This design comes from an exercise in tuning for small area on the open sky130 flow, not from production work. Function was checked by simulation only, so behaviour that the tests miss may differ from the original. Power figures rest on the tool's default switching activity, not on a simulated workload.

==> try-zinc: inputs <==
Design ddCapture, start of the top module:
module ddCapture (
	input         clk,           
	input         nReset,        
	input  [9:0]  adc_databus,   
	input         testMode,      
	input         seqLoad,       
	input         adc128_sdat,   
	input         pcm_dout,      
	output [15:0] dataOut,       
	output        adc128_cs_n,
	output        adc128_sclk,
	output        adc128_din,
	output        pcm_bck,
	output        pcm_lrck,
	output        pcm_scki
);
reg [8:0] pos;
reg       frame1, frame2;
wire [9:0] pos_carry;
assign pos_carry[0] = 1'b1;
genvar i;
generate for (i = 0; i < 9; i = i + 1) begin : pos_inc
	assign pos_carry[i+1] = pos_carry[i] & pos[i];
end endgenerate
wire [8:0] pos_next = pos ^ pos_carry[8:0];
always @(posedge clk or negedge nReset) begin
	if (!nReset) begin
		pos    <= 9'd0;
		frame1 <= 1'b0;
		frame2 <= 1'b0;
	end else begin
		pos <= pos_next;
		if (pos == 9'd511) begin
			frame1 <= 1'b1;
			frame2 <= frame1;
		end
	end
end
wire [11:0] adc_left, adc_right;
wire [23:0] pcm_left, pcm_right;
adc128spiController audioController0 (
	.clk_40MHz(clk),
	.pos(pos),
	.spi_dout(adc128_sdat),
	.spi_cs_n(adc128_cs_n),
	.spi_sclk(adc128_sclk),
	.spi_din(adc128_din),
	.left_shown(adc_left),
	.right_shown(adc_right)
);
pcm1802Slave pcm1802_0 (
	.clk_40MHz(clk),
	.pos(pos),
	.bck(pcm_bck),
	.lrck(pcm_lrck),
	.scki(pcm_scki),
	.dout(pcm_dout),
	.left_shown(pcm_left),
	.right_shown(pcm_right)
);
dataGenerator dataGenerator0 (
	.nReset(nReset),
	.clock(clk),
	.pos(pos),
	.frame1(frame1),
	.frame2(frame2),
	.adc_databus(adc_databus),
	.testModeFlag(testMode),
	.seqLoad(seqLoad),
	.adc_left(adc_left),
	.adc_right(adc_right),
	.pcm_left(pcm_left),
	.pcm_right(pcm_right),
	.dataOut(dataOut)
);
endmodule
Settings: LEC_CHECK=0, CAP_MARGIN=20, CORE_MARGIN=2, CORE_UTILIZATION=40, CTS_BUF_LIST=sky130_fd_sc_hd__clkbuf_16, CTS_CLUSTER_DIAMETER=300, CTS_CLUSTER_SIZE=50, SLEW_MARGIN=20; clock period 25.0 ns.
run.sh (not shown) runs the stock make flow with config.mk's settings and CLKGATE_MAP_FILE= SYNTH_SCRIPT=/design/flow/synth_recipe.tcl, a recipe that flattens the netlist after the stock synthesis.
==> inputs of try-quartz, as changes to try-zinc <==
==> flow/design.v (replaced) <==
module adc128spiController (
input  wire        clk_40MHz,
input  wire [8:0]  pos,
output wire        spi_cs_n,
output wire        spi_sclk,
output wire        spi_din,
input  wire        spi_dout,
output reg  [47:0] words
);
assign spi_cs_n = (pos[7:0] == 8'd0);
assign spi_sclk = ~pos[3] & (pos[7:4] != 4'd0);
assign spi_din  = pos[8] & (pos[7:0] >= 8'd72) & (pos[7:0] <= 8'd87);
wire sample = (pos[3:0] == 4'd15) & (pos[7:6] != 2'd0);
always @(posedge clk_40MHz) begin
	if (sample)
		words <= {words[46:0], spi_dout};
end
endmodule
module pcm1802Slave (
input  wire        clk_40MHz,
input  wire [8:0]  pos,
output wire        bck,
output wire        lrck,
output wire        scki,
input  wire        dout,
output reg  [52:0] words
);
assign scki = pos[0];
assign bck  = pos[2];
assign lrck = pos[8] ? (pos[7:0] < 8'd252) : (pos[7:0] >= 8'd252);
wire sample = (pos[2:0] == 3'd3) & ~(pos[7] & pos[6]);
always @(posedge clk_40MHz) begin
	if (sample)
		words <= {words[51:0], dout};
end
endmodule
module dataGenerator (
	input nReset,
	input clock,
	input [8:0] pos,          
	input frame1,             
	input frame2,             
	input [9:0] adc_databus,
	input testModeFlag,
	input seqLoad,           
	input [23:0] adc_words,
	input [52:0] pcm_words,
	output [15:0] dataOut
);
reg [9:0] adcData;
reg [9:0] testData;
reg [47:0] sequenceCount;
reg [5:0] top_6_bits;
localparam [191:0] SYNC_PATTERN = 192'hDDDF20251015DDDF20251015DDDF20251016FEDCBA987654;
assign dataOut[15:10] = top_6_bits;
assign dataOut[9:0] = testModeFlag ? testData : adcData;
wire [23:0] adc_shown   = frame2 ? adc_words : 24'd0;
wire [23:0] pcm_l_shown = frame2 ? pcm_words[52:29] : 24'd0;
reg [5:0] field;
always @(*) begin
	field = 6'd0;
	if (pos < 9'd32)
		field = SYNC_PATTERN[pos[4:0]*6 +: 6];
	else if (pos >= 9'd48)
		field = sequenceCount[pos[2:0]*6 +: 6];
	else case (pos[3:0])
		4'd0:  field = adc_shown[23:18];
		4'd1:  field = adc_shown[17:12];
		4'd2:  field = adc_shown[11:6];
		4'd3:  field = adc_shown[5:0];
		4'd6:  field = pcm_l_shown[23:18];
		4'd7:  field = pcm_l_shown[17:12];
		4'd8:  field = pcm_l_shown[11:6];
		4'd9:  field = pcm_l_shown[5:0];
		4'd10: field = frame1 ? pcm_words[28:23] : 6'd0;
		4'd11: field = frame1 ? pcm_words[22:17] : 6'd0;
		4'd12: field = frame1 ? pcm_words[17:12] : 6'd0;
		4'd13: field = frame1 ? pcm_words[11:6]  : 6'd0;
		default: field = 6'd0;
	endcase
end
always @ (posedge clock, negedge nReset) begin
	if (!nReset) begin
		adcData <= 10'd0;
		testData <= 10'd0;
		sequenceCount <= 48'd0;
		top_6_bits <= 6'd0;
	end else begin
		adcData <= adc_databus;
		if (testData == 10'd1020)
			testData <= 10'd0;
		else
			testData <= testData + 10'd1;
		top_6_bits <= field;
		if (seqLoad)
			sequenceCount <= {sequenceCount[37:0], adc_databus};
		else if (pos >= 9'd48 && pos[2:0] == 3'd7)
			sequenceCount <= sequenceCount + 48'd1;
	end
end
endmodule
module ddCapture (
	input         clk,           
	input         nReset,        
	input  [9:0]  adc_databus,   
	input         testMode,      
	input         seqLoad,       
	input         adc128_sdat,   
	input         pcm_dout,      
	output [15:0] dataOut,       
	output        adc128_cs_n,
	output        adc128_sclk,
	output        adc128_din,
	output        pcm_bck,
	output        pcm_lrck,
	output        pcm_scki
);
reg [8:0] pos;
reg       frame1, frame2;
always @(posedge clk or negedge nReset) begin
	if (!nReset) begin
		pos    <= 9'd0;
		frame1 <= 1'b0;
		frame2 <= 1'b0;
	end else begin
		pos <= pos + 9'd1;
		if (pos == 9'd511) begin
			frame1 <= 1'b1;
			frame2 <= frame1;
		end
	end
end
wire [47:0] adc_words;
wire [52:0] pcm_words;
adc128spiController audioController0 (
	.clk_40MHz(clk),
	.pos(pos),
	.spi_dout(adc128_sdat),
	.spi_cs_n(adc128_cs_n),
	.spi_sclk(adc128_sclk),
	.spi_din(adc128_din),
	.words(adc_words)
);
pcm1802Slave pcm1802_0 (
	.clk_40MHz(clk),
	.pos(pos),
	.bck(pcm_bck),
	.lrck(pcm_lrck),
	.scki(pcm_scki),
	.dout(pcm_dout),
	.words(pcm_words)
);
dataGenerator dataGenerator0 (
	.nReset(nReset),
	.clock(clk),
	.pos(pos),
	.frame1(frame1),
	.frame2(frame2),
	.adc_databus(adc_databus),
	.testModeFlag(testMode),
	.seqLoad(seqLoad),
	.adc_words(adc_words[47:24]),
	.pcm_words(pcm_words),
	.dataOut(dataOut)
);
endmodule
==> flow/config.mk (replaced) <==
export PLATFORM = sky130hd
export DESIGN_NAME = ddCapture
export DESIGN_NICKNAME = ddCapture
export VERILOG_FILES = /design/flow/design.v
export SDC_FILE = /design/flow/constraint.sdc
export NUM_CORES = 4
export LEC_CHECK = 0
export CAP_MARGIN = 20
export CORE_MARGIN = 2
export CORE_UTILIZATION = 70
export CTS_BUF_LIST = sky130_fd_sc_hd__clkbuf_8
export CTS_CLUSTER_DIAMETER = 100
export CTS_CLUSTER_SIZE = 30
export SLEW_MARGIN = 20
==> qor summary <==
Run status: try-zinc finished clean; try-quartz finished clean
Rows: try-zinc 50; try-quartz 40
Worst Clk Skew: try-zinc 0.00668 ns; try-quartz 0.00917 ns
Switching Fraction: try-zinc 24.8%; try-quartz 25.2%
Power density over cell area: try-zinc 73.7 nW/µm²; try-quartz 63.5 nW/µm²
Number of logic inverters in the finished layout: try-zinc 11; try-quartz 15
Share of synthesized cell area in and, or, nand and nor gates: try-zinc 8.52%; try-quartz 13.7%
Clock root buffer: try-zinc sky130_fd_sc_hd__clkbuf_16; try-quartz sky130_fd_sc_hd__clkbuf_8
HPWL Detailed: try-zinc 11.2 mm; try-quartz 11.7 mm
Post-synthesis share of cell area spent on xor and xnor gates: try-zinc 0.585%; try-quartz 5.32%
Detail-routed net length per standard cell: try-zinc 18.8 µm; try-quartz 20.9 µm
Area used by multi-input combinational logic: try-zinc 3100 µm²; try-quartz 3170 µm²
Die width: try-zinc 141 µm; try-quartz 115 µm
P_comb: try-zinc 0.0423 mW; try-quartz 0.0373 mW
Sink of the worst hold path: try-zinc pcm1802_0.rloop[3]; try-quartz audioController0.words[3]
Via count of the first global-routing pass: try-zinc 4804; try-quartz 5766
Internal Dissipation: try-zinc 0.478 mW; try-quartz 0.446 mW
Worst stage delay on the critical path: try-zinc 0.76 ns; try-quartz 0.74 ns
Clock-pin slew of the registers on the worst-case setup and hold paths: try-zinc 0.07 ns; try-quartz 0.10 ns
R2R cell count: try-zinc 50; try-quartz 6
Number of tapcells: try-zinc 234; try-quartz 147
Routed wl met2: try-zinc 7.67 mm; try-quartz 8.90 mm
Clock group power: try-zinc 0.256 mW; try-quartz 0.207 mW
Flip-flop count of the largest register, all copies and words added: try-zinc 51; try-quartz 53
Most frequent cell after synthesis: try-zinc sky130_fd_sc_hd__dfxtp_1; try-quartz sky130_fd_sc_hd__edfxtp_1
Met3 wirelength from detailed routing: try-zinc 729 µm; try-quartz 1.41 mm
Starting density of the core: try-zinc 40.5%; try-quartz 71.5%

[re-timing with driven ports]
In the flow no input, the clock included, has a driving cell. The finished layouts below were timed again as built, in two steps. Step 1 assumes that a clkbuf_16 drives the clock port and a buf_2 every other input. Step 2 also shifts input and output timing later by t, the mid clock arrival at the registers, as if the neighbouring blocks saw the same clock. Slacks: ideal ports / drivers / drivers and shift; pairs: ideal ports / drivers.
| run | t (ns) | slack for setup (ns) | hold WS [ns] | pins driven straight from the clock port |
|---|---|---|---|---|
| try-zinc | 0.467 | 13.361 / 13.336 / 13.336 | 0.327 / 0.327 / 0.327 | 1 |
| try-quartz | 0.497 | 13.354 / 13.327 / 13.327 | 0.422 / 0.422 / 0.422 | 1 |
After both steps setup and hold are still met in every run listed. For try-quartz, which loses most, drivers alone change the setup slack by -0.027 ns; drivers and shift together by -0.027 ns.
